What follows belongs to an exercise in optimizing a design on an open flow for small area; a production flow would make more cautious choices. RTL that was checked went through simulation tests only; none was proved equivalent to the original. For runs 3 to 6, only the layout was checked, not whether the RTL still works. Power and IR drop assume default switching activity.

==> flow/design.v <==
module aoi222(
  input wire a1, input wire a2,
  input wire b1, input wire b2,
  input wire c1, input wire c2,
  output wire y);
  assign y = ~((a1 & a2) | (b1 & b2) | (c1 & c2));
endmodule
module aoi22(
  input wire a1, input wire a2,
  input wire b1, input wire b2,
  output wire y);
  assign y = ~((a1 & a2) | (b1 & b2));
endmodule
module stack_rd(
  input wire [127:0] d,
  input wire [7:0] sel,
  output wire [15:0] q);
  genvar i;
  generate
    for (i = 0; i < 16; i = i + 1) begin : g_bit
      wire y0, y1, y2;
      aoi222 u0(.a1(d[i]), .a2(sel[0]), .b1(d[16 + i]), .b2(sel[1]), .c1(d[32 + i]), .c2(sel[2]), .y(y0));
      aoi222 u1(.a1(d[48 + i]), .a2(sel[3]), .b1(d[64 + i]), .b2(sel[4]), .c1(d[80 + i]), .c2(sel[5]), .y(y1));
      aoi22 u2(.a1(d[96 + i]), .a2(sel[6]), .b1(d[112 + i]), .b2(sel[7]), .y(y2));
      assign q[i] = ~(y0 & y1 & y2);
    end
  endgenerate
endmodule
module j1(
  input wire clk,
  input wire resetq,
  output wire io_rd,
  output wire io_wr,
  output wire [15:0] mem_addr,
  output wire mem_wr,
  output wire [15:0] dout,
  input  wire [15:0] mem_din,
  input  wire [15:0] io_din,
  output wire [12:0] code_addr,
  input  wire [15:0] insn);
  reg [4:0] dsp, rsp;
  reg [15:0] st0;
  reg [12:0] pc;
  reg reboot;
  wire [15:0] st1, rst0;
  wire is_lit  = insn[15];
  wire is_jmp  = (insn[15:13] == 3'b000);
  wire is_cjmp = (insn[15:13] == 3'b001);
  wire is_call = (insn[15:13] == 3'b010);
  wire is_alu  = (insn[15:13] == 3'b011);
  wire [3:0] op = insn[11:8];
  wire [2:0] fn = insn[6:4];
  genvar i;
  wire [15:0] T = st0;
  wire [15:0] N = st1;
  wire sub = op[0] | op[3];
  wire [15:0] a = N ^ {16{sub}};
  wire [15:0] p = a ^ T;
  wire [15:0] g0 = a & T;
  wire [15:0] g1, g2, g3, g4, p1, p2, p3;
  generate
    for (i = 0; i < 16; i = i + 1) begin : g_pfx
      if (i & 1) begin : l1
        assign g1[i] = g0[i] | (p[i] & g0[i - 1]);
        assign p1[i] = p[i] & p[i - 1];
      end else begin : l1n
        assign g1[i] = g0[i];
        assign p1[i] = p[i];
      end
      if (i & 2) begin : l2
        assign g2[i] = g1[i] | (p1[i] & g1[(i & ~1) - 1]);
        assign p2[i] = p1[i] & p1[(i & ~1) - 1];
      end else begin : l2n
        assign g2[i] = g1[i];
        assign p2[i] = p1[i];
      end
      if (i & 4) begin : l3
        assign g3[i] = g2[i] | (p2[i] & g2[(i & ~3) - 1]);
        assign p3[i] = p2[i] & p2[(i & ~3) - 1];
      end else begin : l3n
        assign g3[i] = g2[i];
        assign p3[i] = p2[i];
      end
      if (i & 8) begin : l4
        assign g4[i] = g3[i] | (p3[i] & g3[7]);
      end else begin : l4n
        assign g4[i] = g3[i];
      end
    end
  endgenerate
  wire [15:0] add = p ^ {g4[14:0], 1'b0};
  wire ltu = g4[15];
  wire lts = (N[15] ^ T[15]) ? N[15] : ltu;
  wire eq = &p;
  wire left = ~op[0];
  wire [15:0] nrev, srev;
  wire [15:0] shin = left ? nrev : N;
  wire [15:0] s1 = T[3] ? {8'b0, shin[15:8]} : shin;
  wire [15:0] s2 = T[2] ? {4'b0, s1[15:4]} : s1;
  wire [15:0] s3 = T[1] ? {2'b0, s2[15:2]} : s2;
  wire [15:0] shr = T[0] ? {1'b0, s3[15:1]} : s3;
  generate
    for (i = 0; i < 16; i = i + 1) begin : g_rev
      assign nrev[i] = N[15 - i];
      assign srev[i] = shr[15 - i];
    end
  endgenerate
  reg [3:0] k;
  always @* begin
    if (is_lit)
      k = 4'b0000;
    else if (is_cjmp)
      k = 4'b1010;
    else if (!is_alu)
      k = 4'b1100;
    else case (op)
      4'd0: k = 4'b1100;
      4'd1: k = 4'b1010;
      4'd3: k = 4'b1000;
      4'd4: k = 4'b1110;
      4'd5: k = 4'b0110;
      4'd6: k = 4'b0011;
      default: k = 4'b0000;
    endcase
  end
  wire [15:0] lu;
  generate
    for (i = 0; i < 16; i = i + 1) begin : g_lu
      assign lu[i] = k[{T[i], N[i]}];
    end
  endgenerate
  wire sel_flag = is_alu & ((op == 4'd7) ? eq : (op == 4'd8) ? lts : (op == 4'd15) ? ltu : 1'b0);
  wire sel_add = is_alu & (op == 4'd2);
  wire sel_shr = is_alu & (op == 4'd9) & ~T[4];
  wire sel_shl = is_alu & (op == 4'd10) & ~T[4];
  wire sel_r   = is_alu & (op == 4'd11);
  wire sel_mem = is_alu & (op == 4'd12);
  wire sel_io  = is_alu & (op == 4'd13);
  wire sel_dep = is_alu & (op == 4'd14);
  wire [15:0] st0N = lu | {16{sel_flag}}
                   | ({16{sel_add}} & add)
                   | ({16{sel_shr}} & shr)
                   | ({16{sel_shl}} & srev)
                   | ({16{sel_r}}   & rst0)
                   | ({16{sel_mem}} & mem_din)
                   | ({16{sel_io}}  & io_din)
                   | ({16{sel_dep}} & {6'b0, rsp, dsp})
                   | ({16{is_lit}}  & {1'b0, insn[14:0]});
  wire dstkW = is_lit | (is_alu & (fn == 3'd1));
  reg [4:0] dspI;
  always @* begin
    if (is_lit)       dspI = 5'b00001;
    else if (is_cjmp) dspI = 5'b11111;
    else if (is_alu)  dspI = {{3{insn[1]}}, insn[1:0]};
    else              dspI = 5'b00000;
  end
  wire [4:0] dc = {(dsp[3:0] & dspI[3:0]) | (dc[3:0] & (dsp[3:0] ^ dspI[3:0])), 1'b0};
  wire [4:0] dspN = dsp ^ dspI ^ dc;
  wire rstkW = is_call | (is_alu & (fn == 3'd2));
  wire [4:0] rspI = is_call ? 5'b00001 : is_alu ? {{3{insn[3]}}, insn[3:2]} : 5'b00000;
  wire [4:0] rc = {(rsp[3:0] & rspI[3:0]) | (rc[3:0] & (rsp[3:0] ^ rspI[3:0])), 1'b0};
  wire [4:0] rspN = rsp ^ rspI ^ rc;
  wire [12:0] pcc;
  generate
    assign pcc[0] = 1'b1;
    for (i = 1; i < 13; i = i + 1) begin : g_inc
      assign pcc[i] = &pc[i - 1:0];
    end
  endgenerate
  wire [12:0] pc_plus_1 = pc ^ pcc;
  wire [15:0] rstkD = insn[13] ? st0 : {2'b00, pc_plus_1, 1'b0};
  reg [15:0] dstk [0:7];
  reg [15:0] rstk [0:7];
  always @(posedge clk) begin
    if (dstkW)
      dstk[dspN[2:0]] <= st0;
    if (rstkW)
      rstk[rspN[2:0]] <= rstkD;
  end
  wire [7:0] dsel = 8'd1 << dsp[2:0];
  wire [7:0] rsel = 8'd1 << rsp[2:0];
  stack_rd dread(.d({dstk[7], dstk[6], dstk[5], dstk[4], dstk[3], dstk[2], dstk[1], dstk[0]}),
                 .sel(dsel), .q(st1));
  stack_rd rread(.d({rstk[7], rstk[6], rstk[5], rstk[4], rstk[3], rstk[2], rstk[1], rstk[0]}),
                 .sel(rsel), .q(rst0));
  reg [12:0] pcN;
  always @* begin
    if (reboot)
      pcN = 13'd0;
    else if (is_jmp | is_call | (is_cjmp & ~|st0))
      pcN = insn[12:0];
    else if (is_alu & insn[7])
      pcN = rst0[13:1];
    else
      pcN = pc_plus_1;
  end
  assign code_addr = pcN;
  assign mem_addr = st0;
  assign dout = st1;
  assign mem_wr = !reboot & is_alu & (fn == 3'd3);
  assign io_wr  = !reboot & is_alu & (fn == 3'd4);
  assign io_rd  = !reboot & is_alu & (fn == 3'd5);
  always @(negedge resetq or posedge clk)
  begin
    if (!resetq) begin
      reboot <= 1'b1;
      { pc, dsp, st0, rsp } <= 0;
    end else begin
      reboot <= 0;
      { pc, dsp, st0, rsp } <= { pcN, dspN, st0N, rspN };
    end
  end
endmodule
==> flow/flow/run.sh <==
#!/bin/bash
# The standard layout (standard.sh) with these changes:
# - synthesis is the standard one except that ABC maps the logic with the
#   area-oriented script flow/area.abc (registers are untouched by ABC);
# - the smallest buffer on each port;
# - timing-driven placement that does not keep its trial buffering;
# - a clock tree of clkbuf_16 leaf buffers without dummy loads.
set -euo pipefail
W=$PWD
sed 's|^source \$::env(SCRIPTS_DIR)/synth_preamble.tcl$|&\nset abc_args [list -script '"$W"'/flow/area.abc {*}[lrange $abc_args 2 end]]|' \
  "$FLOW_HOME/scripts/synth.tcl" > my_synth_body.tcl
grep -q "flow/area.abc" my_synth_body.tcl
sed 's|^source \$::env(SCRIPTS_DIR)/synth.tcl$|source '"$W"'/my_synth_body.tcl|' synth_recipe.tcl > my_synth.tcl
grep -q "my_synth_body.tcl" my_synth.tcl
sed 's|SYNTH_SCRIPT=[^ ]*|SYNTH_SCRIPT='"$W"'/my_synth.tcl|' standard.sh > my_standard.sh
grep -q "SYNTH_SCRIPT=$W/my_synth.tcl" my_standard.sh
export BUFFER_PORTS_ARGS="-buffer_cell sky130_fd_sc_hd__buf_1"
export GPL_KEEP_OVERFLOW=0
export CTS_ARGS="-sink_clustering_enable -repair_clock_nets -buf_list sky130_fd_sc_hd__clkbuf_16 -sink_clustering_size 26 -sink_clustering_max_diameter 110 -dont_use_dummy_load"
bash my_standard.sh > standard.log 2>&1
==> flow/flow/area.abc <==
strash
&get -n
&st
&syn2
&dch
&nf
&st
&syn2
&dch
&nf
&put
topo
dnsize -c
==> flow/standard.sh <==
#!/bin/bash
# synth_recipe.tcl (not shown) runs the flow's synth.tcl, then flattens the netlist and writes it again
# the make line also repeats each setting of config.mk as NAME=value (left out here)
make -C /OpenROAD-flow-scripts/flow DESIGN_CONFIG=/design/flow/config.mk WORK_HOME=/design/flow/orfs CLKGATE_MAP_FILE= SYNTH_SCRIPT=/design/flow/synth_recipe.tcl "${@:-finish}"
==> flow/config.mk <==
export PLATFORM = sky130hd
export DESIGN_NAME = j1
export DESIGN_NICKNAME = j1
export VERILOG_FILES = /design/flow/design.v
export SDC_FILE = /design/flow/constraint.sdc
export NUM_CORES = 4
export LEC_CHECK = 0
export CAP_MARGIN = 20
export CORE_MARGIN = 2
export CORE_UTILIZATION = 40
export SLEW_MARGIN = 20
export SYNTH_HIERARCHICAL = 1
==> flow/constraint.sdc <==
create_clock -name core_clock -period 4.5 [get_ports {clk}]
set_input_delay 0.9000 -clock core_clock [delete_from_list [all_inputs] [get_ports {clk}]]
set_output_delay 0.9000 -clock core_clock [all_outputs]
set_load 0.01 [all_outputs]
==> results of run 1 <==
## layout by cell type (no fill, tap or decap), drive strengths merged, types with 8 or more instances in the layout
cell and count:
a21oi 47, a222oi 77, a22oi 44, and3 10, buf 152, clkbuf 17
clkinv 21, dfrtp 39, edfxtp 256, fa 10, ha 22, mux2 9
mux2i 15, mux4 10, nand2 74, nand3 50, nor2 79, nor3 23
nor3b 8, o21ai 48, xnor2 27
## registers in the layout, summed over array words and instances (netlist names)
name and cells:
st0 16, pc 13, dstk 128, dsp 5
reboot 1, rstk 128, rsp 5
## layout make-up
class	count	area, um^2
inverters	21	80.1
fillers	2938	17700
repair buffers	153	883
well taps	448	561
clock buffers	16	400
multi-input cells	665	4970
flip-flops and latches	296	8700
## modules after synthesis (local to each module, per instance)
| module | times used | cell area, um^2 |
|---|---|---|
| stack_rd | 2 | 80.1 |
| aoi222 | 64 | 10.0 |
| j1 | 1 | 12400 |
| aoi22 | 32 | 7.51 |
## timing repair
item	in CTS	in global routing
setup endpoints to repair	38	110
resized for setup	24	19
pin swaps	4	7
hold buffers	0	0
setup buffers	16	11
## power by group
part | switching, W | internal (W)
Combinational | 0.00385 | 0.00210
Clock | 0.000823 | 0.000639
Sequential | 0.000768 | 0.00378
## through the flow
step	TNS, ns	area, um^2	power, W	setup WS [ns]	util, %
global route	-0.108	15600	0.0125	-0.0575	46.8
floorplan	0	13500	0.00761	0.00524	-
detailed placement	-71.42	14800	0.0100	-0.988	44.5
CTS	0	15400	0.0116	0.00837	46.4
finish	0	15600	0.0120	0.132	46.8
global placement	-336.03	14400	0.00985	-2.11	43.3
## routing by layer
layer / vias up / wire length [um] / global-route usage (%)
li1: 4400 / - / -
met1: 5116 / 18000 / 35.4
met2: 630 / 20300 / 39.3
met3: 106 / 4480 / 4.56
met4: 0 / 1970 / 9.19
met5: - / 0 / 0
## critical path, cell delays in order, from the launching register on
cell,delay [ns]
dfrtp_2,0.41
buf_4,0.14
buf_4,0.14
nor3b_4,0.06
a222oi_1,0.41
nand3_2,0.26
xnor2_1,0.20
ha_1,0.23
fa_2,0.39
a21o_1,0.20
a21oi_2,0.17
o21ai_2,0.11
a221o_1,0.40
fa_1,0.42
xor2_1,0.17
a22oi_1,0.16
nand4_1,0.11
a21oi_1,0.15
o211ai_1,0.11
## worst paths after layout
| check | endpoint | cells after the start | from |
|---|---|---|---|
| worst max-delay path | st0[9] | 18 | dsp[1] |
| worst min-delay path | dsp[0] | 1 | resetq |
| worst max register to register | st0[9] | 18 | dsp[1] |
| worst min register to register | dsp[3] | 1 | dsp[3] |
| max in group asynchronous | reboot | 2 | resetq |
| min in group core_clock | dsp[3] | 1 | dsp[3] |
## cell families (layout without fill, tap and decap cells)
| kind of cell | count (synthesis) | count (layout) | share of synthesized area (%) |
|---|---|---|---|
| and+or+nand+nor | 285 | 285 | 9.89 |
| muxes | 34 | 34 | 3.55 |
| xor gates and xnor gates | 34 | 34 | 2.22 |
| other | 1 | 1 | 0.0279 |
| adders and majority gates | 32 | 32 | 3.54 |
| AOI/OAI and AO/OA | 279 | 279 | 15.5 |
| buffers and inverters | 21 | 190 | 0.587 |
| DFF | 296 | 296 | 64.7 |
==> flow_summary_export.csv, run 1 <==
group,metric,value,unit
clock_tree,clk_latency,0.51,ns
global_route,grt_first_pass_wirelength,65500,um
floorplanning,die_area,35100,um^2
finish,synthToLayoutAreaGrowth,16.0,%
timing,slew_headroom,29.8,%
routing,drt-initial-drc-count,1588,
clock_tree,clk_pin_slew,0.11,ns
place,gp_congestion,0.946,
setup_path,critPathKind,"reg -> reg",
yosys,synth_edf_count,256,
floorplanning,coreArea,33300,um^2
routing,route.detailed.drc,0,
outcome,status,"complete, no violations",
yosys,ys_warn_count,7,
place,dp_hpwl,31600,um
yosys,synth-seq-cells,296,
setup_path,cp_max_fo,4,
yosys,yosysMostFrequentCell,"edfxtp_1",
yosys,ys_top_cells_by_count,"256 x edfxtp_1, 79 x nor2_1, 77 x a222oi_1",
pwr,leakage,5.14,nW
yosys,synth_area,13400,um^2
timing,report.final.slew_viol_count,0,
worst_hold_path,hold_path.class,"in -> async",
pwr,cellPowerDensity,767,nW/um^2
yosys,async_flop_share,13.5,%
clock_tree,cts_tree,"built",
timing,period_needed,4.37,ns
setup_path,endpoint_kind,"flop",
global_route,grt_max_degree,40,
timing,fin_worst_skew,0.0546,ns
pwr,ir_drop,362,uV
finish,final_nets,1235,
setup_path,crit_path_start_kind,"flop",
routing,antenna_left,0,
timing,min_period_over_period,97.1,%
global_route,grt_util_all_layers,25.2,%
floorplanning,die_y,187,um
global_route,grt_overflow,0,
global_route,antenna_found_initial,1,
place,place_inst,1556,
routing,viasPerCell,6.41,
yosys,synth.top_cell.area_share,57.2,%
finish,drive_above_1_share,12.9,%
yosys,yosys-top-cells-area,"edfxtp_1 57%, dfrtp_1 7.3%, a222oi_1 5.7%",
yosys,ys.flop_type,"edfxtp_1",
setup_path,arrival,4.75,ns
job,maxCapViolCount,0,
place,portBuffers,97,
yosys,ys_types,55,
yosys,ys_seq_area_share,64.7,%
clock_tree,cts-root-buf,"clkbuf_16",
floorplanning,ios,98,
setup_path,cp.required,4.88,ns
floorplanning,row_count,67,
finish,layout.cells.non_filler,1599,
finish,antenna_cells,0,
yosys,yosysTopAreaCell,"edfxtp_1",
floorplanning,die_w,187,um
setup_path,r2r_setup_slack,0.13,ns
routing,dr_total_vias,10252,
timing,worst_pin_slew,1.05,ns
yosys,synth_nets,1064,
timing,holdWs,0.304,ns
floorplanning,start_util,40.4,%
clock_tree,cts_sinks,296,
routing,wire_per_inst,28.0,um
clock_tree,clockBufferDepth,3,
global_route,grt_pass1_vias,9813,
yosys,synthCells,982,
timing,setup_viol,0,
timing,fmax,229,MHz
routing,routed_wirelength,44700,um
clock_tree,ctsHtreeMaxLevel,1,
routing,first_pass_iters,10,
yosys,syn_avg_cell_area,13.7,um^2
timing,hold_violations,0,
clock_tree,cts_made_buffers,16,
==> run 2, diff against run 1 <==
--- a/flow/flow/run.sh
+++ b/flow/flow/run.sh
@@ -17,4 +17,4 @@
 export BUFFER_PORTS_ARGS="-buffer_cell sky130_fd_sc_hd__buf_1"
 export GPL_KEEP_OVERFLOW=0
-export CTS_ARGS="-sink_clustering_enable -repair_clock_nets -buf_list sky130_fd_sc_hd__clkbuf_16 -sink_clustering_size 26 -sink_clustering_max_diameter 110 -dont_use_dummy_load"
+export CTS_ARGS="-sink_clustering_enable -repair_clock_nets -buf_list sky130_fd_sc_hd__clkbuf_8 -sink_clustering_size 14 -sink_clustering_max_diameter 80 -dont_use_dummy_load"
 bash my_standard.sh > standard.log 2>&1
==> flow_summary_export.csv, run 2 <==
group,metric,value,unit
outcome,status,"complete, no violations",
pwr,cellPowerDensity,767,nW/um^2
clock_tree,ctsHtreeMaxLevel,1,
routing,wire_per_inst,28.0,um
routing,first_pass_iters,10,
pwr,leakage,5.17,nW
finish,drive_above_1_share,14.2,%
timing,fmax,226,MHz
setup_path,critical_path.cell_chain,"buf_6 > nor3_4 > a222oi_1 > nand3_2 > xnor2_1 > ha_1 > fa_2 > a21o_1 > a21oi_2 > o21ai_2 > a221o_1 > fa_1 > xor2_1 > a22oi_1 > nand4_1 > a21oi_1 > o211ai_1",
yosys,yosys-top-cells-area,"edfxtp_1 57%, dfrtp_1 7.3%, a222oi_1 5.7%",
yosys,synth_nets,1064,
timing,period_needed,4.42,ns
pwr,total_power,0.0120,W
finish,antenna_cells,0,
setup_path,crit_slowest_cell,"a222oi_1",
global_route,grt_max_degree,40,
global_route,grt_util_all_layers,25.3,%
yosys,ys.flop_type,"edfxtp_1",
setup_path,max_stage_delay,0.53,ns
pwr,p_sw,0.00551,W
setup_path,crit_path_start_kind,"flop",
pwr,seqPwrFrac,37.9,%
pwr,clkPwrFrac,11.3,%
global_route,grt_pass1_vias,9785,
pwr,p_comb_share,50.7,%
timing,fin_worst_skew,0.0446,ns
yosys,synth.top_cell.area_share,57.2,%
yosys,ys_seq_area_share,64.7,%
floorplanning,die_area,35100,um^2
clock_tree,cts_tree,"built",
job,maxCapViolCount,0,
setup_path,endpoint_kind,"flop",
yosys,ys_types,55,
timing,setup_viol,0,
timing,slew_headroom,26.7,%
clock_tree,clk_pin_slew,0.11,ns
finish,fin_area,15600,um^2
floorplanning,die_w,187,um
setup_path,cp.required,4.96,ns
routing,route.detailed.drc,0,
clock_tree,cts-root-buf,"clkbuf_8",
yosys,synth_edf_count,256,
yosys,async_flop_share,13.5,%
finish,seq_area,8700,um^2
clock_tree,clockBufferDepth,3,
global_route,grt_first_pass_wirelength,65600,um
routing,antenna_left,0,
setup_path,cp_max_fo,6,
yosys,ys_warn_count,7,
pwr,swShare,46.0,%
floorplanning,start_util,40.4,%
timing,min_period_over_period,98.2,%
finish,multi_input_area,4970,um^2
timing,worst_pin_slew,1.10,ns
yosys,syn_avg_cell_area,13.7,um^2
yosys,synthCells,982,
finish,final_common_cell,"edfxtp_1",
yosys,synth_area,13400,um^2
routing,viasPerCell,6.40,
finish,synthToLayoutAreaGrowth,16.4,%
timing,report.final.slew_viol_count,0,
floorplanning,coreArea,33300,um^2
routing,routed_wirelength,45200,um
floorplanning,ios,98,
yosys,yosysMostFrequentCell,"edfxtp_1",
floorplanning,die_y,187,um
finish,n_fill_cell,2941,
floorplanning,row_count,67,
place,portBuffers,97,
pwr,internal-power,0.00647,W
finish,final_cell_mix,"256 x edfxtp_1, 93 x buf_1, 77 x a222oi_1",
place,gp_congestion,0.946,
place,placed_cell_area,14800,um^2
global_route,antenna_found_initial,1,
setup_path,critPathKind,"reg -> reg",
yosys,ys_top_cells_by_count,"256 x edfxtp_1, 79 x nor2_1, 77 x a222oi_1",
routing,dr_total_vias,10336,
finish,final_util,47.0,%
yosys,synth-seq-cells,296,
finish,final_nets,1250,
clock_tree,cts_made_buffers,26,
routing,drt-initial-drc-count,1587,
pwr,ir_drop,306,uV
place,dp_hpwl,31600,um
timing,layout_setup_ws,0.0793,ns
clock_tree,clk_latency,0.59,ns
timing,hold_violations,0,
clock_tree,cts_sinks,296,
place,place_ws,-0.988,ns
setup_path,arrival,4.88,ns
global_route,grt_overflow,0,
yosys,yosysTopAreaCell,"edfxtp_1",
worst_hold_path,hold_path.class,"in -> async",
[run 2: through the flow]
step / setup TNS (ns) / instances / hold WS, ns
final: 0 / 1614 / 0.247
after global routing: -0.0575 / 1614 / 0.238
after CTS: -0.0561 / 1597 / 0.229
after detailed placement: -71.42 / 1556 / 0.570
after global placement: -336.03 / 1527 / 0.571
after floorplan: 0 / 982 / 0.544
[run 2: cell families after synthesis]
| family | synth area share, % |
|---|---|
| adders and majority gates | 3.54 |
| buffers and inverters | 0.587 |
| AOI/OAI and AO/OA | 15.5 |
| DFF | 64.7 |
| other | 0.0279 |
| and+or+nand+nor | 9.89 |
| muxes | 3.55 |
| xor gates and xnor gates | 2.22 |
[run 2: power by group through the flow]
stage | Sequential [W] | Combinational, W | Clock (W)
2_1_floorplan | 0.00424 | 0.00338 | 0
3_3_place_gp | 0.00458 | 0.00527 | 0
3_5_place_dp | 0.00459 | 0.00544 | 0
4_1_cts | 0.00454 | 0.00561 | 0.00138
5_1_grt | 0.00459 | 0.00645 | 0.00148
6_report | 0.00455 | 0.00608 | 0.00136
[run 2: cell type report]
class / count / share of cell area, %
clock buffer: 26 / 2.29
inverter: 21 / 0.520
multi-input combinational: 665 / 31.8
sequential: 296 / 55.6
tap: 448 / 3.59
timing repair buffer: 158 / 6.15
[run 2: path summary, 6_finish.rpt]
check	start	to	slack, ns	cells past startpoint
worst max-delay path	dsp[0]	st0[9]	0.08	17
worst min-delay path	resetq	pc[11]	0.25	1
worst max register to register	dsp[0]	st0[9]	0.08	17
worst min register to register	rsp[4]	rsp[4]	0.59	2
max in group asynchronous	resetq	reboot	3.69	2
min in group core_clock	rsp[4]	rsp[4]	0.59	2
[run 2: metal layers]
metal,GRT usage [%],wire [um],up-vias
li1,-,-,4425
met1,35.1,17900,5113
met2,39.4,20400,679
met3,5.63,4930,119
met4,9.13,2070,0
met5,0,0,-
[run 2: Yosys stat by module, one instance, submodules excluded]
| module | cells inside | copies in the design | flip-flops and latches | area (um^2) |
|---|---|---|---|---|
| j1 | 854 | 1 | 296 | 12400 |
| stack_rd | 16 | 2 | 0 | 80.1 |
| aoi222 | 1 | 64 | 0 | 10.0 |
| aoi22 | 1 | 32 | 0 | 7.51 |
[run 2: repair_timing]
| action | CTS | global route |
|---|---|---|
| buffers inserted | 15 | 17 |
| setup endpoints to repair | 29 | 101 |
| pin swaps | 4 | 9 |
| resized for setup | 22 | 26 |
| hold buffers | 0 | 0 |
[run 2: critical path, delay by kind of cell, from the launching register on]
kind / cells / cell delay (ns)
AOI/OAI and AO/OA: 8 / 1.84
xor gates and xnor gates: 2 / 0.37
adders and majority gates: 3 / 1.04
buffers and inverters: 1 / 0.17
DFF: 1 / 0.44
and+or+nand+nor: 3 / 0.44
==> run 3, diff against run 2 <==
--- a/flow/design.v
+++ b/flow/design.v
@@ -26,4 +26,19 @@
     end
   endgenerate
+endmodule
+module mux4m(
+  input wire [3:0] d,
+  input wire s1, input wire s0,
+  output wire y);
+  assign y = s1 ? (s0 ? d[3] : d[2]) : (s0 ? d[1] : d[0]);
+endmodule
+module nand4m(input wire a, input wire b, input wire c, input wire d, output wire y);
+  assign y = ~(a & b & c & d);
+endmodule
+module nand3m(input wire a, input wire b, input wire c, output wire y);
+  assign y = ~(a & b & c);
+endmodule
+module nand2m(input wire a, input wire b, output wire y);
+  assign y = ~(a & b);
 endmodule
 module j1(
@@ -124,10 +139,4 @@
     endcase
   end
-  wire [15:0] lu;
-  generate
-    for (i = 0; i < 16; i = i + 1) begin : g_lu
-      assign lu[i] = k[{T[i], N[i]}];
-    end
-  endgenerate
   wire sel_flag = is_alu & ((op == 4'd7) ? eq : (op == 4'd8) ? lts : (op == 4'd15) ? ltu : 1'b0);
   wire sel_add = is_alu & (op == 4'd2);
@@ -138,13 +147,24 @@
   wire sel_io  = is_alu & (op == 4'd13);
   wire sel_dep = is_alu & (op == 4'd14);
-  wire [15:0] st0N = lu | {16{sel_flag}}
-                   | ({16{sel_add}} & add)
-                   | ({16{sel_shr}} & shr)
-                   | ({16{sel_shl}} & srev)
-                   | ({16{sel_r}}   & rst0)
-                   | ({16{sel_mem}} & mem_din)
-                   | ({16{sel_io}}  & io_din)
-                   | ({16{sel_dep}} & {6'b0, rsp, dsp})
-                   | ({16{is_lit}}  & {1'b0, insn[14:0]});
+  wire [3:0] kn = ~(k | {4{sel_flag}});
+  wire [15:0] st0N;
+  generate
+    for (i = 0; i < 16; i = i + 1) begin : g_out
+      wire lun, y0, y1, y2;
+      mux4m u_lu(.d(kn), .s1(T[i]), .s0(N[i]), .y(lun));
+      aoi222 u_a(.a1(sel_add), .a2(add[i]), .b1(sel_shr), .b2(shr[i]), .c1(sel_shl), .c2(srev[i]), .y(y0));
+      aoi222 u_b(.a1(sel_r), .a2(rst0[i]), .b1(sel_mem), .b2(mem_din[i]), .c1(sel_io), .c2(io_din[i]), .y(y1));
+      if (i < 10) begin : g_dl
+        aoi22 u_c(.a1(sel_dep), .a2(dep[i]), .b1(is_lit), .b2(insn[i]), .y(y2));
+        nand4m u_o(.a(lun), .b(y0), .c(y1), .d(y2), .y(st0N[i]));
+      end else if (i < 15) begin : g_l
+        nand2m u_c(.a(is_lit), .b(insn[i]), .y(y2));
+        nand4m u_o(.a(lun), .b(y0), .c(y1), .d(y2), .y(st0N[i]));
+      end else begin : g_n
+        nand3m u_o(.a(lun), .b(y0), .c(y1), .y(st0N[i]));
+      end
+    end
+  endgenerate
+  wire [9:0] dep = {rsp, dsp};
   wire dstkW = is_lit | (is_alu & (fn == 3'd1));
   reg [4:0] dspI;
@@ -184,15 +204,17 @@
   stack_rd rread(.d({rstk[7], rstk[6], rstk[5], rstk[4], rstk[3], rstk[2], rstk[1], rstk[0]}),
                  .sel(rsel), .q(rst0));
-  reg [12:0] pcN;
-  always @* begin
-    if (reboot)
-      pcN = 13'd0;
-    else if (is_jmp | is_call | (is_cjmp & ~|st0))
-      pcN = insn[12:0];
-    else if (is_alu & insn[7])
-      pcN = rst0[13:1];
-    else
-      pcN = pc_plus_1;
-  end
+  wire take = is_jmp | is_call | (is_cjmp & ~|st0);
+  wire ret = is_alu & insn[7];
+  wire sel_jmp = ~reboot & take;
+  wire sel_ret = ~reboot & ret;
+  wire sel_inc = ~reboot & ~take & ~ret;
+  wire [12:0] pcN;
+  generate
+    for (i = 0; i < 13; i = i + 1) begin : g_pc
+      wire pcn_n;
+      aoi222 u_pc(.a1(sel_jmp), .a2(insn[i]), .b1(sel_ret), .b2(rst0[i + 1]), .c1(sel_inc), .c2(pc_plus_1[i]), .y(pcn_n));
+      assign pcN[i] = ~pcn_n;
+    end
+  endgenerate
   assign code_addr = pcN;
   assign mem_addr = st0;
--- a/flow/flow/run.sh
+++ b/flow/flow/run.sh
@@ -17,4 +17,4 @@
 export BUFFER_PORTS_ARGS="-buffer_cell sky130_fd_sc_hd__buf_1"
 export GPL_KEEP_OVERFLOW=0
-export CTS_ARGS="-sink_clustering_enable -repair_clock_nets -buf_list sky130_fd_sc_hd__clkbuf_8 -sink_clustering_size 14 -sink_clustering_max_diameter 80 -dont_use_dummy_load"
+export CTS_ARGS="-sink_clustering_enable -repair_clock_nets -buf_list sky130_fd_sc_hd__clkbuf_16 -sink_clustering_size 26 -sink_clustering_max_diameter 110 -dont_use_dummy_load"
 bash my_standard.sh > standard.log 2>&1
==> flow_summary_export.csv, run 3 <==
group,metric,value,unit
setup_path,r2r_setup_slack,0.19,ns
timing,fin_worst_skew,0.0456,ns
yosys,synth_compound_gate_area_share,14.4,%
yosys,yosys-top-cells-area,"edfxtp_1 58%, a222oi_1 8.2%, dfrtp_1 7.4%",
clock_tree,cts_tree,"built",
pwr,cellPowerDensity,752,nW/um^2
pwr,total_power,0.0119,W
clock_tree,cts-root-buf,"clkbuf_16",
setup_path,crit_path_start_kind,"input port",
finish,layout.cells.non_filler,1526,
yosys,synth_edf_count,256,
yosys,ys_warn_count,7,
yosys,synth-xor-area-share,2.57,%
global_route,grt_pass1_vias,9237,
setup_path,cp.required,3.60,ns
finish,final_nets,1168,
yosys,synth_nets,970,
timing,worst_pin_slew,1.05,ns
yosys,ys_types,48,
floorplanning,die_area,34600,um^2
finish,n_fill_cell,2771,
floorplanning,ios,98,
place,place_inst,1464,
setup_path,r2r_start,"dsp[2]",
clock_tree,clk_pin_slew,0.12,ns
finish,drive_above_1_share,17.4,%
setup_path,critPathKind,"in -> out",
floorplanning,start_util,40.7,%
floorplanning,die_w,186,um
place,portBuffers,97,
timing,hold_violations,0,
floorplanning,die_y,186,um
setup_path,r2r-end,"st0[8]",
yosys,syn_avg_cell_area,14.9,um^2
routing,first_pass_iters,8,
clock_tree,cts-hold-fix-buffers,0,
finish,synthToLayoutAreaGrowth,19.0,%
yosys,synth_mux_area_share,5.12,%
pwr,leakage,5.28,nW
routing,antenna_left,0,
timing,report.final.slew_viol_count,0,
finish,antenna_cells,0,
clock_tree,clockBufferDepth,3,
timing,period_needed,4.34,ns
clock_tree,cts_made_buffers,15,
yosys,yosysTopAreaCell,"edfxtp_1",
timing,fmax,230,MHz
job,maxCapViolCount,0,
yosys,ys.flop_type,"edfxtp_1",
routing,wire_per_inst,26.9,um
timing,setup_viol,0,
global_route,grt_first_pass_wirelength,59600,um
outcome,status,"complete, no violations",
global_route,grt_util_all_layers,23.7,%
setup_path,arrival,3.44,ns
routing,route.detailed.drc,0,
pwr,ir_drop,324,uV
floorplanning,coreArea,32600,um^2
place,dp_hpwl,28600,um
yosys,synthCells,888,
timing,slew_headroom,29.7,%
yosys,synth_area,13300,um^2
finish,final_common_cell,"edfxtp_1",
global_route,grt_overflow,0,
global_route,antenna_found_initial,1,
yosys,async_flop_share,13.5,%
yosys,synth-seq-cells,296,
yosys,synth-simple-area-share,7.55,%
setup_path,endpoint_kind,"output pin",
timing,min_period_over_period,96.5,%
clock_tree,ctsHtreeMaxLevel,1,
routing,viasPerCell,6.29,
yosys,synth.top_cell.area_share,57.9,%
clock_tree,clk_latency,0.52,ns
yosys,ys_seq_area_share,65.5,%
yosys,synthAdderAreaFrac,3.58,%
routing,routed_wirelength,41100,um
place,gp_congestion,0.892,
floorplanning,row_count,66,
finish,final_cell_mix,"256 x edfxtp_1, 109 x a222oi_1, 93 x buf_1",
yosys,synth_top_family_by_area,"compound AO/OA/AOI/OAI gates",
setup_path,rr_worst_depth,18,
yosys,ys_top_cells_by_count,"256 x edfxtp_1, 109 x a222oi_1, 45 x nor2_1",
worst_hold_path,hold_path.class,"in -> async",
global_route,grt_max_degree,41,
clock_tree,cts_sinks,296,
routing,drt-initial-drc-count,1400,
routing,dr_total_vias,9600,
setup_path,cp_max_fo,21,
yosys,yosysMostFrequentCell,"edfxtp_1",
## run 3: timing repair
item,in CTS,in global routing
pin swaps,6,10
gates resized for setup,25,18
setup buffers,24,23
endpoints found under the setup margin,29,23
hold endpoints to repair,0,0
## run 3: cells by family (layout without fill, tap and decap cells)
family,after synthesis,in the layout
XOR/XNOR,39,39
multiplexers,46,46
flip-flops,296,296
other,1,1
AND/OR/NAND/NOR,200,200
buffers and inverters,43,239
adder cells (fa/ha/maj),32,32
AO/OA/AOI/OAI,231,231
## run 3: layer usage
| layer | routed length [um] | GRT usage, % | share of wire [%] |
|---|---|---|---|
| met2 | 19800 | 39.0 | 48 |
| met5 | 11 | 0 | 0.027 |
| met1 | 16800 | 32.3 | 41 |
| met3 | 3030 | 3.03 | 7.4 |
| met4 | 1500 | 8.50 | 3.7 |
## run 3: worst max-delay path by stage
| stage | from | endpoint | slack [ns] | cells past startpoint |
|---|---|---|---|---|
| detailed placement | dsp[2] | st0[8] | -1.46 | 15 |
| global route | dsp[2] | st0[0] | -0.07 | 17 |
| global placement | insn[15] | code_addr[8] | -2.61 | 7 |
| finish | insn[15] | code_addr[11] | 0.16 | 8 |
| CTS | dsp[0] | st0[8] | 0.004 | 18 |
| floorplan | dsp[1] | st0[0] | 0.003 | 16 |
## run 3: metrics by stage
step                setup WS [ns]  instance area [um^2]  setup TNS, ns  hold WS, ns  util (%)
floorplan                 0.00303                 13300              0        0.527         -
global placement            -2.61                 14200        -367.88        0.570      43.7
detailed placement          -1.46                 14700         -35.33        0.571      45.2
CTS                       0.00394                 15500              0        0.322      47.5
global route              -0.0683                 15800         -0.436        0.338      48.4
finish                      0.159                 15800              0        0.318      48.4
## run 3: final cells by class
cell class / instances / area, um^2 / share of cell area, %
flip-flops and latches: 296 / 8690 / 55.1
multi-input cells: 549 / 4800 / 30.4
clock buffers: 15 / 375 / 2.38
well taps: 442 / 553 / 3.50
inverters: 43 / 163 / 1.03
repair buffers: 181 / 1200 / 7.58
## run 3: where the power goes
part | internal (W) | switching [W] | leakage, nW
clock network | 0.000602 | 0.000825 | 0.185
logic | 0.00237 | 0.00367 | 2.26
registers | 0.00378 | 0.000618 | 2.84
total | 0.00675 | 0.00511 | 5.28
## run 3: worst max-delay path, cell delays in order
cell and delay, ns:
clkdlybuf4s15_2 0.51, nor2b_1 0.19, and2_0 0.40, a2111oi_2 0.71
buf_2 0.31, a222oi_1 0.12, clkinv_1 0.13, buf_1 0.17
## run 3: per-module statistics from Yosys (local to each module, per instance)
module | area [um^2] | cells | flip-flops and latches
nand3m | 5.00 | 1 | 0
mux4m | 22.5 | 1 | 0
j1 | 11200 | 668 | 296
nand4m | 6.26 | 1 | 0
nand2m | 3.75 | 1 | 0
aoi222 | 10.0 | 1 | 0
aoi22 | 7.51 | 1 | 0
stack_rd | 80.1 | 16 | 0
==> run 4, diff against run 3 <==
--- a/flow/flow/run.sh
+++ b/flow/flow/run.sh
@@ -17,4 +17,5 @@
 export BUFFER_PORTS_ARGS="-buffer_cell sky130_fd_sc_hd__buf_1"
 export GPL_KEEP_OVERFLOW=0
+export RECOVER_POWER=100
 export CTS_ARGS="-sink_clustering_enable -repair_clock_nets -buf_list sky130_fd_sc_hd__clkbuf_16 -sink_clustering_size 26 -sink_clustering_max_diameter 110 -dont_use_dummy_load"
 bash my_standard.sh > standard.log 2>&1
--- a/flow/config.mk
+++ b/flow/config.mk
@@ -9,4 +9,5 @@
 export CORE_MARGIN = 2
 export CORE_UTILIZATION = 40
+export SETUP_SLACK_MARGIN = 0.1
 export SLEW_MARGIN = 20
 export SYNTH_HIERARCHICAL = 1
==> flow_summary_export.csv, run 4 <==
group,metric,value,unit
worst_hold_path,min_to,"rsp[3]",
routing,routed_wirelength,42200,um
finish,final_common_cell,"edfxtp_1",
yosys,ys_top_cells_by_count,"256 x edfxtp_1, 109 x a222oi_1, 45 x nor2_1",
clock_tree,cts_sinks,296,
setup_path,r2r_start,"dsp[1]",
yosys,yosys-top-cells-area,"edfxtp_1 58%, a222oi_1 8.2%, dfrtp_1 7.4%",
setup_path,r2r_setup_slack,0.16,ns
finish,drive_above_1_share,19.1,%
pwr,ir_drop,334,uV
global_route,grt_overflow,0,
timing,fmax,230,MHz
timing,layout_setup_ws,0.158,ns
floorplanning,coreArea,32600,um^2
finish,synthToLayoutAreaGrowth,20.1,%
timing,worst_pin_slew,1.30,ns
pwr,leakage,5.39,nW
timing,rsz0062_at_grt,"true",
setup_path,r2r-end,"st0[5]",
yosys,async_flop_share,13.5,%
floorplanning,die_area,34600,um^2
worst_hold_path,hold_path.class,"reg -> reg",
finish,final_cell_mix,"256 x edfxtp_1, 109 x a222oi_1, 93 x buf_1",
setup_path,cp_max_fo,11,
routing,wire_per_inst,27.2,um
floorplanning,die_w,186,um
floorplanning,row_count,66,
setup_path,endpoint_kind,"flop",
routing,antenna_left,0,
finish,fin_area,15900,um^2
yosys,synth_edf_count,256,
clock_tree,ctsHtreeMaxLevel,1,
setup_path,worst_path_most_repeated_cell,"buf_6",
yosys,yosysTopAreaCell,"edfxtp_1",
timing,hold_violations,0,
yosys,synth_area,13300,um^2
routing,first_pass_iters,9,
place,placed_cell_area,14800,um^2
yosys,ys.flop_type,"edfxtp_1",
timing,setup_viol,0,
yosys,syn_avg_cell_area,14.9,um^2
global_route,grt_util_all_layers,24.0,%
clock_tree,clk_latency,0.51,ns
yosys,synth_nets,970,
routing,route.detailed.drc,0,
yosys,ys_seq_area_share,65.5,%
worst_hold_path,worst_hold_path.num_cells,1,
setup_path,crit_path_start_kind,"flop",
pwr,cellPowerDensity,772,nW/um^2
yosys,synthCells,888,
timing,setup_tns,0,ns
place,dp_hpwl,28800,um
floorplanning,die_y,186,um
place,portBuffers,97,
global_route,grt_first_pass_wirelength,60700,um
timing,period_needed,4.34,ns
yosys,ys_types,48,
global_route,grt_max_degree,41,
routing,viasPerCell,6.28,
timing,fin_worst_skew,0.0257,ns
timing,report.final.slew_viol_count,0,
global_route,grt_pass1_vias,9493,
setup_path,critical_path.cell_chain,"nand2_2 > nor2_2 > buf_6 > a222oi_1 > nand3_1 > xnor2_2 > inv_2 > fa_2 > o21ai_4 > a221oi_4 > o21ai_2 > a211oi_2 > o21a_2 > nor2_4 > a41oi_4 > buf_6 > mux4_2 > nand4_1",
worst_hold_path,holdCritStartpoint,"rsp[3]",
yosys,synth-seq-cells,296,
clock_tree,clk_pin_slew,0.10,ns
outcome,status,"complete, no violations",
finish,final_nets,1193,
finish,multi_input_area,4880,um^2
clock_tree,cts-root-buf,"clkbuf_16",
clock_tree,clockBufferDepth,3,
clock_tree,cts_made_buffers,15,
finish,n_fill_cell,2842,
global_route,antenna_found_initial,0,
floorplanning,ios,98,
timing,slew_headroom,13.7,%
setup_path,crit_family,"compound AO/OA/AOI/OAI gates",
setup_path,arrival,4.76,ns
yosys,synth.top_cell.area_share,57.9,%
finish,final_util,48.9,%
setup_path,critPathKind,"reg -> reg",
setup_path,crit_slowest_cell,"dfrtp_2",
place,place_ws,-1.22,ns
yosys,yosysMostFrequentCell,"edfxtp_1",
pwr,total_power,0.0123,W
setup_path,cp.required,4.92,ns
yosys,ys_warn_count,7,
job,maxCapViolCount,0,
setup_path,rr_worst_depth,18,
setup_path,max_stage_delay,0.50,ns
timing,min_period_over_period,96.5,%
finish,seq_area,8690,um^2
routing,dr_total_vias,9740,
setup_path,critPathBufInv,3,
routing,drt-initial-drc-count,1455,
floorplanning,start_util,40.7,%
clock_tree,cts_tree,"built",
place,gp_congestion,0.855,
[run 4: cell counts after synthesis]
Identical to the previous run, type by type.
[run 4: through the flow]
step / hold WS, ns / instances
after detailed placement: 0.570 / 1465
after CTS: 0.380 / 1521
after floorplan: 0.527 / 888
after global routing: 0.630 / 1551
after global placement: 0.563 / 1427
final: 0.595 / 1552
[run 4: worst reg2reg max path, cell delays in order, from the launching register on]
cell	delay [ns]
dfrtp_2	0.50
nand2_2	0.09
nor2_2	0.08
buf_6	0.17
a222oi_1	0.41
nand3_1	0.31
xnor2_2	0.27
inv_2	0.07
fa_2	0.39
o21ai_4	0.21
a221oi_4	0.09
o21ai_2	0.22
a211oi_2	0.10
o21a_2	0.23
nor2_4	0.28
a41oi_4	0.08
buf_6	0.21
mux4_2	0.46
nand4_1	0.10
[run 4: per-module statistics from Yosys (local to each module, per instance)]
module | times used | flip-flops and latches
mux4m | 16 | 0
nand3m | 1 | 0
aoi222 | 109 | 0
nand4m | 15 | 0
aoi22 | 42 | 0
nand2m | 5 | 0
j1 | 1 | 296
stack_rd | 2 | 0
[run 4: routing by layer]
metal  GRT usage, %  routed length [um]  share of wire, %  vias to the layer above
met2           39.8               20600                49                      536
met1           31.8               16900                40                     4902
met4           7.75                1190               2.8                        0
li1               -                   -                 -                     4231
met3           4.58                3620               8.6                       71
met5              0                   0                 0                        -
[run 4: logic make-up (layout without fill, tap and decap cells)]
logic type	after synthesis	count (layout)	synth area share (%)
and+or+nand+nor	200	201	7.55
AOI/OAI and AO/OA	231	232	14.4
xor gates and xnor gates	39	39	2.57
other	1	2	0.0283
adders and majority gates	32	32	3.58
muxes	46	46	5.12
buffers and inverters	43	262	1.22
DFF	296	296	65.5
[run 4: worst max-delay path by stage]
| stage | startpoint | to | slack [ns] | depth (start not counted) |
|---|---|---|---|---|
| 4_1_cts | dsp[1] | st0[5] | 0.11 | 19 |
| 2_1_floorplan | dsp[0] | st0[0] | 0.10 | 17 |
| 6_report | dsp[1] | st0[5] | 0.16 | 18 |
| 3_5_place_dp | dsp[2] | st0[14] | -1.22 | 14 |
| 3_3_place_gp | insn[15] | code_addr[8] | -2.44 | 7 |
| 5_1_grt | dsp[2] | st0[3] | 0.01 | 18 |
[run 4: layout make-up]
class,count,share of cell area (%)
sequential,296,54.5
multi-input combinational,551,30.6
timing repair buffer,204,7.98
tap,442,3.47
clock buffer,15,2.35
inverter,43,1.03
antenna,1,0.0157
[run 4: where the power goes]
group          switching, W  internal, W  leakage, nW
registers          0.000645      0.00378         2.84
logic               0.00383      0.00262         2.37
clock network      0.000823     0.000603        0.185
total               0.00530      0.00701         5.39
[run 4: timing repair]
action / in CTS / in global routing
setup buffers: 40 / 29
hold buffers: 0 / 0
endpoints found under the setup margin: 36 / 29
cloned: 1 / 1
gates resized for setup: 36 / 39
pin swaps: 16 / 33
==> run 5, diff against run 4 <==
--- a/flow/flow/run.sh
+++ b/flow/flow/run.sh
@@ -17,5 +17,4 @@
 export BUFFER_PORTS_ARGS="-buffer_cell sky130_fd_sc_hd__buf_1"
 export GPL_KEEP_OVERFLOW=0
-export RECOVER_POWER=100
-export CTS_ARGS="-sink_clustering_enable -repair_clock_nets -buf_list sky130_fd_sc_hd__clkbuf_16 -sink_clustering_size 26 -sink_clustering_max_diameter 110 -dont_use_dummy_load"
+export CTS_ARGS="-sink_clustering_enable -repair_clock_nets -buf_list sky130_fd_sc_hd__clkbuf_8 -sink_clustering_size 14 -sink_clustering_max_diameter 80 -dont_use_dummy_load"
 bash my_standard.sh > standard.log 2>&1
--- a/flow/config.mk
+++ b/flow/config.mk
@@ -9,5 +9,4 @@
 export CORE_MARGIN = 2
 export CORE_UTILIZATION = 40
-export SETUP_SLACK_MARGIN = 0.1
 export SLEW_MARGIN = 20
 export SYNTH_HIERARCHICAL = 1
==> flow_summary_export.csv, run 5 <==
group,metric,value,unit
global_route,grt_overflow,0,
yosys,async_flop_share,13.5,%
setup_path,endpoint_kind,"flop",
setup_path,arrival,4.86,ns
yosys,ys.flop_type,"edfxtp_1",
global_route,grt_max_degree,41,
yosys,synth-seq-cells,296,
routing,dr_total_vias,9617,
setup_path,cp_max_fo,16,
finish,n_fill_cell,2796,
floorplanning,start_util,40.7,%
floorplanning,ios,98,
timing,report.final.slew_viol_count,0,
routing,routed_wirelength,41200,um
finish,layout.cells.non_filler,1534,
timing,fin_worst_skew,0.0687,ns
finish,multi_input_area,4790,um^2
clock_tree,clk_latency,0.61,ns
floorplanning,die_area,34600,um^2
clock_tree,cts-root-buf,"clkbuf_8",
setup_path,critPathKind,"reg -> reg",
yosys,ys_warn_count,7,
routing,wire_per_inst,26.9,um
outcome,status,"complete, no violations",
global_route,grt_pass1_vias,9393,
yosys,ys_types,48,
pwr,ir_drop,288,uV
timing,worst_pin_slew,0.979,ns
finish,final_nets,1176,
timing,fmax,229,MHz
clock_tree,clockBufferDepth,3,
finish,final_cell_mix,"256 x edfxtp_1, 109 x a222oi_1, 93 x buf_1",
finish,seq_area,8690,um^2
yosys,synth_nets,970,
timing,holdWs,0.225,ns
pwr,leakage,5.24,nW
place,gp_congestion,0.892,
global_route,grt_util_all_layers,23.7,%
worst_hold_path,hold_path.class,"in -> async",
yosys,synth.top_cell.area_share,57.9,%
floorplanning,die_w,186,um
yosys,ys_top_cells_by_count,"256 x edfxtp_1, 109 x a222oi_1, 45 x nor2_1",
clock_tree,ctsHtreeMaxLevel,1,
timing,min_period_over_period,96.8,%
yosys,synthCells,888,
yosys,synth_area,13300,um^2
routing,drt-initial-drc-count,1451,
timing,hold_violations,0,
routing,antenna_left,0,
clock_tree,cts_tree,"built",
finish,final_common_cell,"edfxtp_1",
pwr,cellPowerDensity,751,nW/um^2
place,portBuffers,97,
global_route,antenna_found_initial,1,
setup_path,cp.required,5.00,ns
yosys,yosys-top-cells-area,"edfxtp_1 58%, a222oi_1 8.2%, dfrtp_1 7.4%",
routing,first_pass_iters,7,
place,place_inst,1464,
routing,route.detailed.drc,0,
yosys,yosysMostFrequentCell,"edfxtp_1",
finish,antenna_cells,0,
yosys,syn_avg_cell_area,14.9,um^2
job,maxCapViolCount,0,
setup_path,crit_path_start_kind,"flop",
clock_tree,clk_pin_slew,0.12,ns
floorplanning,coreArea,32600,um^2
yosys,yosysTopAreaCell,"edfxtp_1",
global_route,grt_first_pass_wirelength,59900,um
finish,drive_above_1_share,17.9,%
timing,setup_viol,0,
yosys,synth_edf_count,256,
routing,viasPerCell,6.27,
clock_tree,cts_made_buffers,25,
timing,slew_headroom,34.7,%
place,dp_hpwl,28600,um
clock_tree,cts_sinks,296,
clock_tree,cts-hold-fix-buffers,0,
floorplanning,die_y,186,um
timing,period_needed,4.36,ns
yosys,ys_seq_area_share,65.5,%
floorplanning,row_count,66,
finish,synthToLayoutAreaGrowth,18.3,%
==> run 5: cell count changes in the layout (fill, tap and decap cells not counted), moves of 4 or more <==
| cell | delta |
|---|---|
| clkbuf_2 | -12 |
| xnor2_2 | -4 |
| buf_4 | -13 |
| clkbuf_8 | +25 |
| nor2_1 | -10 |
| clkbuf_16 | -15 |
| nor2_2 | +8 |
| clkbuf_1 | -4 |
| xnor2_1 | +4 |
==> run 5: area by class of cell <==
type / instances / share of cell area, %
Timing Repair Buffer: 179 / 7.29
Inverter: 43 / 1.04
Tap cell: 442 / 3.52
Sequential cell: 296 / 55.4
Multi-Input combinational cell: 549 / 30.5
Clock buffer: 25 / 2.19
==> run 5: final timing paths <==
kind,startpoint,end,slack [ns],cells after the start
min in group core_clock,mem_din[12],st0[12],0.59,3
max reg2reg,dsp[0],st0[8],0.14,19
max in group asynchronous,resetq,st0[0],3.68,2
min,resetq,pc[2],0.22,1
min reg2reg,dsp[3],dsp[3],0.60,1
max,dsp[0],st0[8],0.14,19
==> run 5: metrics by stage <==
step	cell area [um^2]	power, W	worst slack, ns	TNS, ns	utilization [%]
finish	15700	0.0118	0.143	0	48.1
global route	15700	0.0125	-0.182	-1.92	48.1
CTS	15500	0.0113	0.00313	0	47.4
detailed placement	14700	0.00976	-1.46	-35.33	45.2
global placement	14200	0.00949	-2.61	-367.88	43.7
floorplan	13300	0.00770	0.00303	0	-
==> run 5: worst max-delay path, cell delays in order, from the launching register on <==
cell      delay (ns)
dfrtp_2         0.46
buf_2           0.18
nor3b_4         0.16
buf_12          0.15
a222oi_1        0.34
nand3_2         0.22
xnor2_1         0.21
ha_1            0.17
clkinv_1        0.08
fa_2            0.40
o21ai_4         0.20
a221oi_4        0.11
o21ai_2         0.22
a211oi_1        0.12
o21a_1          0.22
nor2_4          0.20
a41oi_4         0.06
buf_12          0.22
mux4_2          0.46
nand4_1         0.10
==> run 5: per-layer routing <==
| layer | up-vias | routed length (um) | share of wire, % | global-route usage, % |
|---|---|---|---|---|
| li1 | 4181 | - | - | - |
| met1 | 4821 | 16500 | 40 | 32.3 |
| met2 | 511 | 19700 | 48 | 38.4 |
| met3 | 102 | 3480 | 8.4 | 3.74 |
| met4 | 2 | 1530 | 3.7 | 9.32 |
| met5 | - | 13 | 0.032 | 0 |
==> run 5: kinds of logic after synthesis <==
| group | Yosys count | share of synthesized area [%] |
|---|---|---|
| flip-flops | 296 | 65.5 |
| AO/OA/AOI/OAI | 231 | 14.4 |
| AND/OR/NAND/NOR | 200 | 7.55 |
| multiplexers | 46 | 5.12 |
| buffers and inverters | 43 | 1.22 |
| XOR/XNOR | 39 | 2.57 |
| adder cells (fa/ha/maj) | 32 | 3.58 |
| other | 1 | 0.0283 |
==> run 5: Yosys stat by module, one instance, submodules excluded <==
module / cells inside / flops+latches
j1: 668 / 296
nand4m: 1 / 0
nand3m: 1 / 0
aoi22: 1 / 0
nand2m: 1 / 0
stack_rd: 16 / 0
aoi222: 1 / 0
mux4m: 1 / 0
==> run 5: report_power, final <==
part / leakage [nW] / total, W / switching [W] / internal [W]
Sequential: 2.84 / 0.00440 / 0.000618 / 0.00378
Combinational: 2.23 / 0.00605 / 0.00367 / 0.00238
Clock: 0.180 / 0.00134 / 0.000844 / 0.000496
Total: 5.24 / 0.0118 / 0.00513 / 0.00666
==> run 5: what timing repair did <==
item	4_1_cts	5_1_grt
pin swaps	5	14
gates resized for setup	25	16
endpoints found under the setup margin	29	16
buffers inserted	26	19
==> run 6, diff against run 5 <==
--- a/flow/flow/run.sh
+++ b/flow/flow/run.sh
@@ -17,4 +17,5 @@
 export BUFFER_PORTS_ARGS="-buffer_cell sky130_fd_sc_hd__buf_1"
 export GPL_KEEP_OVERFLOW=0
+export RECOVER_POWER=100
 export CTS_ARGS="-sink_clustering_enable -repair_clock_nets -buf_list sky130_fd_sc_hd__clkbuf_8 -sink_clustering_size 14 -sink_clustering_max_diameter 80 -dont_use_dummy_load"
 bash my_standard.sh > standard.log 2>&1
==> flow_summary_export.csv, run 6 <==
group,metric,value,unit
routing,route.detailed.drc,0,
routing,viasPerCell,6.31,
clock_tree,cts_made_buffers,25,
pwr,clkPwrFrac,11.4,%
timing,min_period_over_period,96.6,%
clock_tree,cts-root-buf,"clkbuf_8",
global_route,grt_util_all_layers,23.7,%
timing,worst_pin_slew,1.55,ns
routing,routed_wirelength,41400,um
pwr,p_comb_share,51.3,%
finish,final_common_cell,"edfxtp_1",
place,placed_cell_area,14700,um^2
pwr,ir_drop,289,uV
global_route,grt_max_degree,41,
yosys,ys_warn_count,7,
floorplanning,row_count,66,
timing,setup_tns,0,ns
setup_path,cp_max_fo,21,
yosys,ys_seq_area_share,65.5,%
global_route,grt_first_pass_wirelength,59900,um
yosys,async_flop_share,13.5,%
yosys,yosysTopAreaCell,"edfxtp_1",
yosys,synth_edf_count,256,
setup_path,crit_path_start_kind,"input port",
yosys,syn_avg_cell_area,14.9,um^2
routing,dr_total_vias,9678,
timing,fin_worst_skew,0.0699,ns
timing,slew_headroom,-3.20,%
finish,n_fill_cell,2798,
yosys,yosysMostFrequentCell,"edfxtp_1",
setup_path,arrival,3.45,ns
pwr,p_sw,0.00514,W
outcome,status,"complete, but fails checks",
clock_tree,cts_tree,"built",
timing,fmax,230,MHz
pwr,leakage,5.23,nW
yosys,yosys-top-cells-area,"edfxtp_1 58%, a222oi_1 8.2%, dfrtp_1 7.4%",
outcome,failed_checks,"max-capacitance violations, max-slew violations",
timing,report.final.slew_viol_count,25,
yosys,ys_top_cells_by_count,"256 x edfxtp_1, 109 x a222oi_1, 45 x nor2_1",
clock_tree,clockBufferDepth,3,
finish,drive_above_1_share,17.5,%
routing,wire_per_inst,27.0,um
setup_path,critPathKind,"in -> out",
yosys,synth-seq-cells,296,
finish,fin_area,15700,um^2
clock_tree,cts-hold-fix-buffers,0,
setup_path,endpoint_kind,"output pin",
place,dp_hpwl,28600,um
floorplanning,ios,98,
yosys,ys_types,48,
floorplanning,die_area,34600,um^2
job,maxCapViolCount,1,
routing,antenna_left,0,
global_route,antenna_found_initial,1,
finish,antenna_cells,0,
yosys,synth_nets,970,
worst_hold_path,hold_path.class,"in -> async",
pwr,seqPwrFrac,37.3,%
clock_tree,ctsHtreeMaxLevel,1,
timing,hold_violations,0,
routing,drt-initial-drc-count,1429,
timing,setup_viol,0,
yosys,ys.flop_type,"edfxtp_1",
global_route,grt_overflow,0,
finish,multi_input_area,4780,um^2
floorplanning,die_y,186,um
yosys,synthCells,888,
clock_tree,clk_pin_slew,0.12,ns
finish,final_nets,1176,
floorplanning,start_util,40.7,%
pwr,swShare,43.6,%
floorplanning,die_w,186,um
finish,final_cell_mix,"256 x edfxtp_1, 109 x a222oi_1, 93 x buf_1",
timing,period_needed,4.35,ns
global_route,grt_pass1_vias,9393,
pwr,cellPowerDensity,753,nW/um^2
finish,synthToLayoutAreaGrowth,18.1,%
yosys,synth_area,13300,um^2
finish,seq_area,8690,um^2
clock_tree,cts_sinks,296,
yosys,synth.top_cell.area_share,57.9,%
pwr,internal-power,0.00666,W
setup_path,cp.required,3.60,ns
floorplanning,coreArea,32600,um^2
place,portBuffers,97,
routing,first_pass_iters,8,
clock_tree,clk_latency,0.61,ns
place,gp_congestion,0.892,
## run 6: cell counts after synthesis
Identical to the previous run, type by type.
## run 6: what timing repair did
action	4_1_cts	5_1_grt
endpoints found under the setup margin	29	16
setup buffers	26	19
pin swaps	5	14
resized for setup	25	16
hold endpoints to repair	0	0
## run 6: stage by stage
stage | util (%) | hold slack (ns) | cells | total power, W | setup WS, ns
CTS | 47.4 | 0.212 | 1515 | 0.0113 | 0.00313
detailed placement | 45.2 | 0.571 | 1464 | 0.00976 | -1.46
floorplan | - | 0.527 | 888 | 0.00770 | 0.00303
finish | 48.0 | 0.427 | 1534 | 0.0118 | 0.153
global placement | 43.7 | 0.570 | 1427 | 0.00949 | -2.61
global route | 48.0 | 0.488 | 1534 | 0.0125 | -0.182
## run 6: logic make-up after synthesis
family | count (synthesis) | share of synthesized area (%)
AND/OR/NAND/NOR | 200 | 7.55
multiplexers | 46 | 5.12
flip-flops | 296 | 65.5
other | 1 | 0.0283
buffers and inverters | 43 | 1.22
adder cells (fa/ha/maj) | 32 | 3.58
XOR/XNOR | 39 | 2.57
AO/OA/AOI/OAI | 231 | 14.4
## run 6: final timing paths
kind	startpoint	endpoint	slack, ns	depth (start not counted)
max reg2reg	dsp[2]	st0[0]	0.16	18
min reg2reg	dsp[3]	dsp[3]	0.60	1
min	resetq	pc[2]	0.43	1
max in group asynchronous	resetq	st0[0]	1.94	2
max	insn[15]	code_addr[11]	0.15	8
min in group core_clock	mem_din[12]	st0[12]	0.59	3
## run 6: area by class of cell
cell class                      instances  area share, %
Sequential cell                       296           55.5
Tap cell                              442           3.53
Multi-Input combinational cell        549           30.5
Inverter                               43           1.04
Clock buffer                           25           2.20
Timing Repair Buffer                  179           7.18
## run 6: metal layers
metal / GRT usage [%] / share of wire, % / vias to the layer above
met5: 0 / 0.031 / -
met4: 9.32 / 3.8 / 2
met3: 3.74 / 8.3 / 107
met2: 38.4 / 48 / 502
met1: 32.3 / 40 / 4890
li1: - / - / 4177
## run 6: power groups by stage
stage	sequential, W	clock, W	combinational [W]
global route	0.00447	0.00145	0.00655
detailed placement	0.00447	0	0.00529
global placement	0.00445	0	0.00504
finish	0.00440	0.00134	0.00605
CTS	0.00440	0.00137	0.00555
floorplan	0.00423	0	0.00347
## run 6: Yosys stat by module, one instance, submodules excluded
module	flip-flops and latches	copies in the design	cells inside
nand4m	0	15	1
aoi22	0	42	1
nand2m	0	5	1
aoi222	0	109	1
stack_rd	0	2	16
nand3m	0	1	1
j1	296	1	668
mux4m	0	16	1
## run 6: critical path, stage by stage
cell,delay [ns]
clkdlybuf4s15_2,0.49
nor2b_1,0.19
and2_0,0.40
a2111oi_2,0.73
buf_2,0.31
a222oi_1,0.12
clkinv_1,0.13
buf_1,0.17
==> run 7, diff against run 6 <==
--- a/flow/design.v
+++ b/flow/design.v
@@ -36,9 +36,16 @@
   assign y = ~(a & b & c & d);
 endmodule
-module nand3m(input wire a, input wire b, input wire c, output wire y);
-  assign y = ~(a & b & c);
-endmodule
-module nand2m(input wire a, input wire b, output wire y);
-  assign y = ~(a & b);
+module aoi221(
+  input wire a1, input wire a2,
+  input wire b1, input wire b2,
+  input wire c,
+  output wire y);
+  assign y = ~((a1 & a2) | (b1 & b2) | c);
+endmodule
+module aoi21(
+  input wire a1, input wire a2,
+  input wire b,
+  output wire y);
+  assign y = ~((a1 & a2) | b);
 endmodule
 module j1(
@@ -147,5 +154,5 @@
   wire sel_io  = is_alu & (op == 4'd13);
   wire sel_dep = is_alu & (op == 4'd14);
-  wire [3:0] kn = ~(k | {4{sel_flag}});
+  wire [3:0] kn = ~k;
   wire [15:0] st0N;
   generate
@@ -156,12 +163,11 @@
       aoi222 u_b(.a1(sel_r), .a2(rst0[i]), .b1(sel_mem), .b2(mem_din[i]), .c1(sel_io), .c2(io_din[i]), .y(y1));
       if (i < 10) begin : g_dl
-        aoi22 u_c(.a1(sel_dep), .a2(dep[i]), .b1(is_lit), .b2(insn[i]), .y(y2));
-        nand4m u_o(.a(lun), .b(y0), .c(y1), .d(y2), .y(st0N[i]));
+        aoi221 u_c(.a1(sel_dep), .a2(dep[i]), .b1(is_lit), .b2(insn[i]), .c(sel_flag), .y(y2));
       end else if (i < 15) begin : g_l
-        nand2m u_c(.a(is_lit), .b(insn[i]), .y(y2));
-        nand4m u_o(.a(lun), .b(y0), .c(y1), .d(y2), .y(st0N[i]));
+        aoi21 u_c(.a1(is_lit), .a2(insn[i]), .b(sel_flag), .y(y2));
       end else begin : g_n
-        nand3m u_o(.a(lun), .b(y0), .c(y1), .y(st0N[i]));
-      end
+        assign y2 = ~sel_flag;
+      end
+      nand4m u_o(.a(lun), .b(y0), .c(y1), .d(y2), .y(st0N[i]));
     end
   endgenerate
--- a/flow/flow/run.sh
+++ b/flow/flow/run.sh
@@ -17,5 +17,4 @@
 export BUFFER_PORTS_ARGS="-buffer_cell sky130_fd_sc_hd__buf_1"
 export GPL_KEEP_OVERFLOW=0
-export RECOVER_POWER=100
 export CTS_ARGS="-sink_clustering_enable -repair_clock_nets -buf_list sky130_fd_sc_hd__clkbuf_8 -sink_clustering_size 14 -sink_clustering_max_diameter 80 -dont_use_dummy_load"
 bash my_standard.sh > standard.log 2>&1
==> flow_summary_export.csv, run 7 <==
group,metric,value,unit
finish,final_nets,1150,
finish,drive_above_1_share,14.9,%
yosys,yosysMostFrequentCell,"edfxtp_1",
yosys,async_flop_share,13.5,%
routing,viasPerCell,6.32,
finish,final_cell_mix,"256 x edfxtp_1, 109 x a222oi_1, 93 x buf_1",
pwr,leakage,5.04,nW
place,place_inst,1466,
setup_path,cp_max_fo,22,
setup_path,crit_path_start_kind,"input port",
floorplanning,die_w,186,um
yosys,yosysTopAreaCell,"edfxtp_1",
setup_path,critPathKind,"in -> out",
clock_tree,clk_pin_slew,0.10,ns
pwr,clkPwrFrac,11.6,%
yosys,synth_area,13300,um^2
pwr,p_sw,0.00506,W
floorplanning,ios,98,
worst_hold_path,hold_path.class,"in -> async",
routing,drt-initial-drc-count,1268,
clock_tree,cts_tree,"built",
timing,setup_viol,0,
yosys,synth_edf_count,256,
timing,fmax,231,MHz
clock_tree,cts-root-buf,"clkbuf_8",
global_route,grt_overflow,0,
yosys,ys.flop_type,"edfxtp_1",
outcome,status,"complete, no violations",
clock_tree,cts_sinks,296,
routing,first_pass_iters,10,
timing,report.final.slew_viol_count,0,
yosys,ys_types,49,
floorplanning,die_y,186,um
clock_tree,cts-hold-fix-buffers,0,
timing,worst_pin_slew,0.970,ns
clock_tree,ctsHtreeMaxLevel,1,
yosys,syn_avg_cell_area,14.9,um^2
timing,setup_tns,0,ns
timing,period_needed,4.34,ns
routing,route.detailed.drc,0,
floorplanning,die_area,34700,um^2
yosys,ys_top_cells_by_count,"256 x edfxtp_1, 109 x a222oi_1, 47 x nor2_1",
global_route,grt_util_all_layers,24.1,%
global_route,grt_max_degree,34,
timing,hold_violations,0,
floorplanning,start_util,40.7,%
place,portBuffers,97,
timing,min_period_over_period,96.4,%
finish,layout.cells.non_filler,1510,
pwr,seqPwrFrac,38.8,%
clock_tree,cts_made_buffers,25,
global_route,grt_pass1_vias,9540,
finish,final_common_cell,"edfxtp_1",
place,gp_congestion,0.934,
timing,slew_headroom,35.3,%
setup_path,r2r_setup_slack,0.21,ns
place,place_ws,-1.21,ns
job,maxCapViolCount,0,
setup_path,endpoint_kind,"output pin",
floorplanning,row_count,66,
finish,final_util,47.1,%
pwr,internal-power,0.00633,W
clock_tree,clockBufferDepth,3,
routing,dr_total_vias,9549,
global_route,antenna_found_initial,1,
yosys,synth.top_cell.area_share,57.9,%
timing,fin_worst_skew,0.0561,ns
yosys,synth_nets,974,
routing,routed_wirelength,41100,um
floorplanning,coreArea,32600,um^2
place,dp_hpwl,29100,um
## run 7: final cells by class
type                       count  area, um^2  share of cell area [%]
multi-input combinational    554        4730                    30.8
timing repair buffer         149         866                    5.64
sequential                   296        8700                    56.6
inverter                      42         163                    1.06
clock buffer                  25         344                    2.24
tap                          442         553                    3.60
antenna                        2        5.00                  0.0326
## run 7: power by group through the flow
stage | sequential [W] | combinational (W) | clock [W]
floorplan | 0.00422 | 0.00342 | 0
CTS | 0.00442 | 0.00550 | 0.00135
detailed placement | 0.00445 | 0.00534 | 0
global route | 0.00450 | 0.00613 | 0.00145
global placement | 0.00444 | 0.00511 | 0
finish | 0.00442 | 0.00564 | 0.00132
## run 7: critical path: stages
cell	delay (ns)
clkdlybuf4s15_2	0.40
nor2b_1	0.33
nand2_1	0.33
nor2_1	0.30
and2_0	0.69
a222oi_1	0.18
clkinv_1	0.14
buf_1	0.16
## run 7: kinds of logic after synthesis
logic type / share of synthesized area (%)
mux: 4.96
simple gates: 7.56
fa+ha+maj: 3.58
flops: 65.4
other cells: 0.0282
xor+xnor: 2.57
buf+inv: 1.19
compound gates: 14.7
## run 7: path summary, 6_finish.rpt
| kind | from | end | cells after the start |
|---|---|---|---|
| worst min-delay path | resetq | rsp[4] | 1 |
| worst max register to register | dsp[0] | st0[0] | 17 |
| min in group core_clock | rsp[3] | rsp[3] | 1 |
| worst max-delay path | insn[15] | code_addr[0] | 8 |
| worst min register to register | rsp[3] | rsp[3] | 1 |
| max in group asynchronous | resetq | reboot | 2 |
## run 7: metrics by stage
step	cell area [um^2]	total power, W	hold slack [ns]
final	15400	0.0114	0.311
after global routing	15400	0.0121	0.314
after CTS	15300	0.0113	0.300
after detailed placement	14700	0.00979	0.586
after global placement	14200	0.00955	0.570
after floorplan	13300	0.00764	0.528
## run 7: per-module statistics from Yosys, one instance, submodules excluded
| module | copies in the design | flops+latches | cells |
|---|---|---|---|
| j1 | 1 | 296 | 672 |
| stack_rd | 2 | 0 | 16 |
| mux4m | 16 | 0 | 1 |
| aoi222 | 109 | 0 | 1 |
| aoi221 | 10 | 0 | 1 |
| aoi22 | 32 | 0 | 1 |
| nand4m | 16 | 0 | 1 |
| aoi21 | 5 | 0 | 1 |
## run 7: per-layer routing
metal  vias to the layer above  GRT usage (%)  part of all wire (%)
met4                         0           8.60                   4.1
met1                      4816           31.6                    39
met3                        93           3.52                   8.0
li1                       4147              -                     -
met2                       493           41.0                    49
met5                         -              0                     0
## run 7: timing repair
action | 4_1_cts | 5_1_grt
resized for setup | 29 | 10
setup buffers | 13 | 3
setup endpoints to repair | 29 | 29
pin swaps | 4 | 3

Setup slack of run 7, layout unchanged: 0.164 ns with ideal ports, 0.122 ns with driving cells assumed (clock clkbuf_16, inputs buf_2), -0.391 ns with port delays also shifted by the 0.594 ns mid clock arrival.
